From an optimization exercise on the open Yosys and OpenROAD flow, aimed at small area; shortcuts taken in it are not production practice. Only simulation tests tie the RTL to the original design; equivalence was not proved. Power is estimated from default activity; no workload was simulated.

== old ==
// slave_controller
module slave_controller(input clk, input reset, input chipselect, input write, input [3:0]addr, input [31:0] writedata, output [23:0] GPIO_out);
For scale: ~780 cells after synthesis, ~200 flip-flops, roughly 64 I/O pins, ~0.0090 mm^2 of cells after synthesis.
export LEC_CHECK = 0
export CAP_MARGIN = 20
export CORE_MARGIN = 2
export CORE_UTILIZATION = 40
export CTS_BUF_LIST = sky130_fd_sc_hd__clkbuf_8
export SLEW_MARGIN = 20
create_clock -name core_clock -period 4.0 [get_ports {clk}]
run.sh (not shown) runs the stock make flow with config.mk's settings and CLKGATE_MAP_FILE= SYNTH_SCRIPT=/design/flow/synth_recipe.tcl, a recipe that flattens the netlist after the stock synthesis.
The following lists how new was set up differently from old:
==> flow/flow/run.sh (new file) <==
#!/bin/bash
# Layout flow: the standard synthesis, then the combinational logic is
# mapped again for area (flip-flops untouched), then the standard layout steps.
set -euo pipefail
W=$(pwd)
F=$W/flow
R=$W/orfs/results/$FLOW_PLATFORM/slave_controller/base
L=$W/orfs/logs/$FLOW_PLATFORM/slave_controller/base

bash standard.sh synth > $W/synth.log 2>&1

cp $R/1_2_yosys.v $W/std_netlist.v
export REMAP_LIB=$(ls $FLOW_HOME/platforms/$FLOW_PLATFORM/lib/sky130_fd_sc_hd__tt_025C_1v80.lib)
export REMAP_DONTUSE="$(grep -o '\-dont_use [^ ]*' $L/1_2_yosys.log | sort -u | tr '\n' ' ')"
export REMAP_IN=$W/std_netlist.v
export REMAP_OUT=$W/remap_netlist.v
export REMAP_SCRIPT=$F/area.abc
export REMAP_D=3000
yosys -c $F/remap.tcl > $W/remap.log 2>&1
cp $W/remap_netlist.v $R/1_2_yosys.v
rm -f $R/1_synth.odb $R/1_synth.sdc

bash standard.sh finish "BUFFER_PORTS_ARGS=-buffer_cell sky130_fd_sc_hd__buf_1" > $W/layout.log 2>&1
==> flow/flow/area.abc (new file) <==
strash; dc2; dch -f; map -a {D}; topo; stime
==> flow/flow/remap.tcl (new file) <==
# Re-map the combinational logic of a mapped netlist for area, keeping every
# flip-flop instance (name, cell type, connections) as it is.
# env: REMAP_IN, REMAP_OUT, REMAP_LIB, REMAP_SCRIPT (abc script), REMAP_D (abc -D)
yosys read_liberty -ignore_miss_func $::env(REMAP_LIB)
# keep sequential cells as black boxes
foreach m {dfxtp dfxbp edfxtp edfxbp dfrtp dfrbp dfstp dfbbp dfsbp sdfxtp sdfxbp sedfxtp dlxtp dlxbp dlxtn dlrtp dlclkp sdlclkp dfrtn sdfrtp sdfstp sdfbbp sdfrbp sdfsbp sedfxbp dlrbp dlrbn dlrtn dlxbn} {
  catch { yosys blackbox sky130_fd_sc_hd__${m}_* }
}
yosys read_verilog -overwrite $::env(REMAP_IN)
yosys hierarchy -top slave_controller
yosys flatten
yosys opt -purge
yosys stat
yosys abc -liberty $::env(REMAP_LIB) -script $::env(REMAP_SCRIPT) -D $::env(REMAP_D) {*}$::env(REMAP_DONTUSE)
yosys opt_clean -purge
yosys setundef -zero
yosys hilomap -singleton -hicell sky130_fd_sc_hd__conb_1 HI -locell sky130_fd_sc_hd__conb_1 LO
yosys insbuf -buf sky130_fd_sc_hd__buf_4 A X
yosys splitnets
yosys opt_clean -purge
yosys tee -o $::env(REMAP_OUT).stat stat -liberty $::env(REMAP_LIB)
yosys write_verilog -noattr -nohex -nodec $::env(REMAP_OUT)
==> flow/standard.sh (new file) <==
#!/bin/bash
# synth_recipe.tcl (not shown) runs the flow's synth.tcl, then flattens the netlist and writes it again
# the make line also repeats each setting of config.mk as NAME=value (left out here)
make -C /OpenROAD-flow-scripts/flow DESIGN_CONFIG=/design/flow/config.mk WORK_HOME=/design/flow/orfs CLKGATE_MAP_FILE= SYNTH_SCRIPT=/design/flow/synth_recipe.tcl "${@:-finish}"
--- a/flow/config.mk
+++ b/flow/config.mk
@@ -10,3 +10,2 @@
 export CORE_UTILIZATION = 40
-export CTS_BUF_LIST = sky130_fd_sc_hd__clkbuf_8
 export SLEW_MARGIN = 20
removed: flow/run.sh
Notes after the runs:
new ran to completion and came out clean on the timing, DRC and antenna checks. Taking old as the reference point, the number of instances in the synthesized netlist of new rises by 1.9%. new ended up with sky130_fd_sc_hd__clkinv_1 as its leading cell type in the layout, fill and taps excluded; old ended up with sky130_fd_sc_hd__edfxtp_1. Compared to old, new has floorplan core area 7.9% lower. Source of the critical timing path: duty_counter[0]$_SDFF_PP0_ -> old, duty_counter[1]$_SDFF_PP0_ -> new. Number of fill cells in the layout, new vs old: down by a few percent. Count of standard-cell rows: new < old.

* * *

== lane 1 ==
Another version of the RTL of slave_controller (not shown whole).
For scale: about 620 cells after synthesis, about 64 I/O pins, roughly 0.0079 mm² of cells after synthesis.
Design slave_controller, start of the top module:
module slave_controller(input clk, input reset, input chipselect, input write, input [3:0]addr, input [31:0] writedata, output [23:0] GPIO_out);
==> flow/config.mk <==
export PLATFORM = sky130hd
export DESIGN_NAME = slave_controller
export DESIGN_NICKNAME = slave_controller
export VERILOG_FILES = /design/flow/design.v
export SDC_FILE = /design/flow/constraint.sdc
export NUM_CORES = 4
export LEC_CHECK = 0
export CAP_MARGIN = 0
export CORE_MARGIN = 2
export CORE_UTILIZATION = 40
export SLEW_MARGIN = 0
==> flow/constraint.sdc <==
create_clock -name core_clock -period 4.0 [get_ports {clk}]
set_input_delay 0.8000 -clock core_clock [delete_from_list [all_inputs] [get_ports {clk}]]
set_output_delay 0.8000 -clock core_clock [all_outputs]
set_load 0.01 [all_outputs]
standard.sh (not shown) runs the stock make flow with config.mk's settings and CLKGATE_MAP_FILE= SYNTH_SCRIPT=/design/flow/synth_recipe.tcl, a recipe that flattens the netlist after the stock synthesis.
==> flow/flow/run.sh <==
#!/bin/bash
# Layout flow: the standard synthesis, then the combinational logic is
# mapped again for area (flip-flops untouched), then the standard layout steps.
set -euo pipefail
W=$(pwd)
F=$W/flow
R=$W/orfs/results/$FLOW_PLATFORM/slave_controller/base
L=$W/orfs/logs/$FLOW_PLATFORM/slave_controller/base

bash standard.sh synth > $W/synth.log 2>&1

cp $R/1_2_yosys.v $W/std_netlist.v
export REMAP_LIB=$(ls $FLOW_HOME/platforms/$FLOW_PLATFORM/lib/sky130_fd_sc_hd__tt_025C_1v80.lib)
export REMAP_DONTUSE="$(grep -o '\-dont_use [^ ]*' $L/1_2_yosys.log | sort -u | tr '\n' ' ')"
export REMAP_IN=$W/std_netlist.v
export REMAP_OUT=$W/remap_netlist.v
export REMAP_SCRIPT=$F/area.abc
export REMAP_D=3000
yosys -c $F/remap.tcl > $W/remap.log 2>&1
cp $W/remap_netlist.v $R/1_2_yosys.v
rm -f $R/1_synth.odb $R/1_synth.sdc

bash standard.sh finish "BUFFER_PORTS_ARGS=-buffer_cell sky130_fd_sc_hd__buf_1" \
  "CTS_ARGS=-sink_clustering_enable -repair_clock_nets -buf_list sky130_fd_sc_hd__clkbuf_8 -dont_use_dummy_load" \
  > $W/layout.log 2>&1
==> flow/flow/area.abc <==
strash; dc2; dch -f; &get -n; &nf -a -R 1000 {D}; &put; topo; stime
==> flow/flow/remap.tcl <==
# Re-map the combinational logic of a mapped netlist for area, keeping every
# flip-flop instance (name, cell type, connections) as it is.
# env: REMAP_IN, REMAP_OUT, REMAP_LIB, REMAP_SCRIPT (abc script), REMAP_D (abc -D)
yosys read_liberty -ignore_miss_func $::env(REMAP_LIB)
# keep sequential cells as black boxes
foreach m {dfxtp dfxbp edfxtp edfxbp dfrtp dfrbp dfstp dfbbp dfsbp sdfxtp sdfxbp sedfxtp dlxtp dlxbp dlxtn dlrtp dlclkp sdlclkp dfrtn sdfrtp sdfstp sdfbbp sdfrbp sdfsbp sedfxbp dlrbp dlrbn dlrtn dlxbn} {
  catch { yosys blackbox sky130_fd_sc_hd__${m}_* }
}
yosys read_verilog -overwrite $::env(REMAP_IN)
yosys hierarchy -top slave_controller
yosys flatten
yosys opt -purge
yosys stat
yosys abc -liberty $::env(REMAP_LIB) -script $::env(REMAP_SCRIPT) -D $::env(REMAP_D) {*}$::env(REMAP_DONTUSE)
yosys opt_clean -purge
yosys setundef -zero
yosys hilomap -singleton -hicell sky130_fd_sc_hd__conb_1 HI -locell sky130_fd_sc_hd__conb_1 LO
yosys insbuf -buf sky130_fd_sc_hd__buf_4 A X
yosys splitnets
yosys opt_clean -purge
yosys tee -o $::env(REMAP_OUT).stat stat -liberty $::env(REMAP_LIB)
yosys write_verilog -noattr -nohex -nodec $::env(REMAP_OUT)
#### Input delta (lane 2 over lane 1)
--- a/flow/flow/run.sh
+++ b/flow/flow/run.sh
@@ -24 +24 @@
-  "CTS_ARGS=-sink_clustering_enable -repair_clock_nets -buf_list sky130_fd_sc_hd__clkbuf_8 -dont_use_dummy_load" \
+  "CTS_ARGS=-sink_clustering_enable -repair_clock_nets -buf_list {sky130_fd_sc_hd__clkbuf_4 sky130_fd_sc_hd__clkbuf_8} -dont_use_dummy_load" \
==> notes.md <==
Lane 2 -> lane 1: static leakage delta 0, exact match
From lane 2 to lane 1, switching power did not move at all.
Comparing lane 2 against lane 1, there is no change at all in maximum frequency.
Die area: lane 2 vs lane 1 identical
Delta (lane 2 minus lane 1): post-route non-filler standard cell count about even; setup slack after layout barely changed; met3 usage in global routing held.

* * *

JK:
Another version of the RTL of slave_controller (not shown whole).
Size in the first run: about 660 cells after synthesis, roughly 0.0078 mm² of cells after synthesis.
Settings: LEC_CHECK=0, CAP_MARGIN=0, CORE_MARGIN=2, CORE_UTILIZATION=40, SLEW_MARGIN=0; clock period 4.0 ns.
==> flow/flow/run.sh <==
#!/bin/bash
# Layout flow: the standard synthesis, then the combinational logic is
# mapped again for area (flip-flops untouched), then the standard layout steps.
set -euo pipefail
W=$(pwd)
F=$W/flow
R=$W/orfs/results/$FLOW_PLATFORM/slave_controller/base
L=$W/orfs/logs/$FLOW_PLATFORM/slave_controller/base

bash standard.sh synth > $W/synth.log 2>&1

cp $R/1_2_yosys.v $W/std_netlist.v
export REMAP_LIB=$(ls $FLOW_HOME/platforms/$FLOW_PLATFORM/lib/sky130_fd_sc_hd__tt_025C_1v80.lib)
export REMAP_DONTUSE="$(grep -o '\-dont_use [^ ]*' $L/1_2_yosys.log | sort -u | tr '\n' ' ')"
export REMAP_IN=$W/std_netlist.v
export REMAP_OUT=$W/remap_netlist.v
export REMAP_SCRIPT=$F/area.abc
export REMAP_D=3000
yosys -c $F/remap.tcl > $W/remap.log 2>&1
cp $W/remap_netlist.v $R/1_2_yosys.v
rm -f $R/1_synth.odb $R/1_synth.sdc

bash standard.sh finish "BUFFER_PORTS_ARGS=-buffer_cell sky130_fd_sc_hd__buf_1" \
  "CTS_ARGS=-repair_clock_nets -buf_list sky130_fd_sc_hd__clkbuf_8 -dont_use_dummy_load" \
  > $W/layout.log 2>&1
Scripts as last shown in full above: flow/flow/area.abc, flow/flow/remap.tcl
The following lists how MS was set up differently from JK:
Settings: setting PLACE_DENSITY to 0.85 for the first time; changing CORE_UTILIZATION from 40 to 70.
-- flow/flow/run.sh --
<<< JK, line 24
  "CTS_ARGS=-repair_clock_nets -buf_list sky130_fd_sc_hd__clkbuf_8 -dont_use_dummy_load" \
>>> MS, line 24
  "CTS_ARGS=-sink_clustering_enable -repair_clock_nets -buf_list sky130_fd_sc_hd__clkbuf_8 -dont_use_dummy_load" \
--- outcome ---
- The count of clock-buffer cells in the layout of MS and that of JK are within noise of each other.
- Per the comparison of MS with JK, internal power contribution level; maximum number of pins on one net before global-route repair moved up; post-route fraction of the period consumed by the critical path moved up; power moved up.
- The final reports for MS and JK show minimum setup slack in the final design lower in the former.
- Buffer count excluding the clock tree in the final layout: higher on MS
- Power dissipated in combinational cells essentially unchanged between JK and MS.
- In MS the cell count turned out 123 lower than in JK.
What AL does differently from MS at the input level:
Settings: swapping 70 for 40 in CORE_UTILIZATION; clearing PLACE_DENSITY, which used to be 0.85.
-- flow/flow/run.sh --
<<< MS, line 24
  "CTS_ARGS=-sink_clustering_enable -repair_clock_nets -buf_list sky130_fd_sc_hd__clkbuf_8 -dont_use_dummy_load" \
>>> AL, line 24
  "CTS_ARGS=-sink_clustering_enable -repair_clock_nets -buf_list sky130_fd_sc_hd__clkbuf_8 -dont_use_dummy_load -sink_clustering_size 40 -sink_clustering_max_diameter 300 -sink_clustering_levels 1" \
## What came out
AL vs. MS: chip height picked up an extra about 30%, peak ir drop on the vdd network shrank by about 30%, clock transition time at the flip-flop clock pins of the worst setup and hold paths saw little to no change, wire length saw an increase, multi-input logic portion of the cell area lost 0.53 points. Cell count was lower in MS than in AL. AL and MS ended up with roughly the same part of the total power dissipated in sequential elements. As far as final clock skew is concerned, AL and MS perform about the same. Slowest cell on the critical path = or3_1: AL; slowest cell on the critical path = dfxtp_1: MS. AL packs its core looser than MS. Taking MS as the reference, in AL area of the core region increased 0.0084 mm²; final-layout worst hold slack now sits lower.
For TR, these inputs were changed with respect to AL:
Settings: putting GPL_TIMING_DRIVEN at 0 where nothing was set.
-- flow/flow/run.sh --
<<< AL, line 24
  "CTS_ARGS=-sink_clustering_enable -repair_clock_nets -buf_list sky130_fd_sc_hd__clkbuf_8 -dont_use_dummy_load -sink_clustering_size 40 -sink_clustering_max_diameter 300 -sink_clustering_levels 1" \
>>> TR, line 24
  "CTS_ARGS=-sink_clustering_enable -buf_list sky130_fd_sc_hd__clkbuf_8 -dont_use_dummy_load" \
### Flow results
Result for AL and TR: all clean
TR: required time of the worst setup path 50 ps below AL
TR vs. AL: clock insertion delay at the later pin of the skew report went up by 20 ps.
AL has a higher number of nets at the end of the flow than TR.
| overall routed net length | TR vs AL | 1.2% lower |
Between TR and AL, it is TR whose placer's final routability congestion estimate is lower, by 0.0045.
Compared with AL, in TR met3 track demand over resource lost 0.17 points, maximum frequency from static timing analysis lost 22 MHz, share of total power in the clock network neither gained nor lost much.
Sort AL and TR by share of the cycle needed by the critical path after routing desc -> top: TR
Between AL and TR, the difference in area added between synthesis and finish is negligible.
On final instance area, AL and TR are neck and neck.
Modified inputs, PW compared to TR
Settings: changing CORE_UTILIZATION from 40 to 60; removing GPL_TIMING_DRIVEN (formerly 0).
-- flow/flow/run.sh --
<<< TR, line 24
  "CTS_ARGS=-sink_clustering_enable -buf_list sky130_fd_sc_hd__clkbuf_8 -dont_use_dummy_load" \
>>> PW, line 24
  "CTS_ARGS=-sink_clustering_enable -repair_clock_nets -buf_list sky130_fd_sc_hd__clkbuf_8 -dont_use_dummy_load" \
## What came out
Comparing PW and TR, the lower mean routed wirelength per cell was measured on TR.
Worst hold slack deteriorates in PW relative to TR.
PW vs. TR: global-route total usage across every layer went up by 8.0 points.
PW -> TR: power consumption flat
PW has via count of the first global-routing pass above what TR had.
Re number of buffers inserted by hold repair at cts: no difference whatsoever between TR and PW.
TR → PW: finished layout cell area fell 1.3%; width of the die went down 18%; number of well taps now smaller.

[what the ideal ports hide]
In the flow no input, the clock included, has a driving cell. The finished layouts below were timed again as built, in two steps.
Step 1 sets driving cells, clkbuf_16 on the clock port and buf_2 on the other inputs (assumed; they add their load-dependent delay and slew).
Step 2, shift: input delay + t, output delay - t, t = (earliest + latest rising clock arrival at the registers) / 2. This alone moves slack from input paths to output paths.
Slacks: ideal / step 1 / step 2; pairs: ideal / step 1.
| run | t, ns | setup slack, ns | worst register clock-pin slew, ns | worst slew at a driven data input, ns |
|---|---|---|---|---|
| old | 0.511 | 1.005 / 1.005 / 1.005 | 0.11 / 0.11 | 0.06 |
| new | 0.483 | 0.827 / 0.827 / 0.827 | 0.08 / 0.08 | 0.04 |
| lane 1 | 0.485 | 0.385 / 0.385 / 0.385 | 0.10 / 0.10 | 0.04 |
| lane 2 | 0.485 | 0.385 / 0.385 / 0.385 | 0.10 / 0.10 | 0.04 |
| JK | 0.488 | 0.557 / 0.557 / 0.557 | 0.09 / 0.09 | 0.05 |
| MS | 0.502 | 0.386 / 0.386 / 0.386 | 0.09 / 0.09 | 0.03 |
| AL | 0.488 | 0.557 / 0.557 / 0.557 | 0.09 / 0.09 | 0.05 |
| TR | 0.493 | 0.273 / 0.273 / 0.273 | 0.11 / 0.11 | 0.04 |
| PW | 0.482 | 0.509 / 0.509 / 0.509 | 0.09 / 0.09 | 0.03 |
After both steps setup and hold are still met in every run listed.
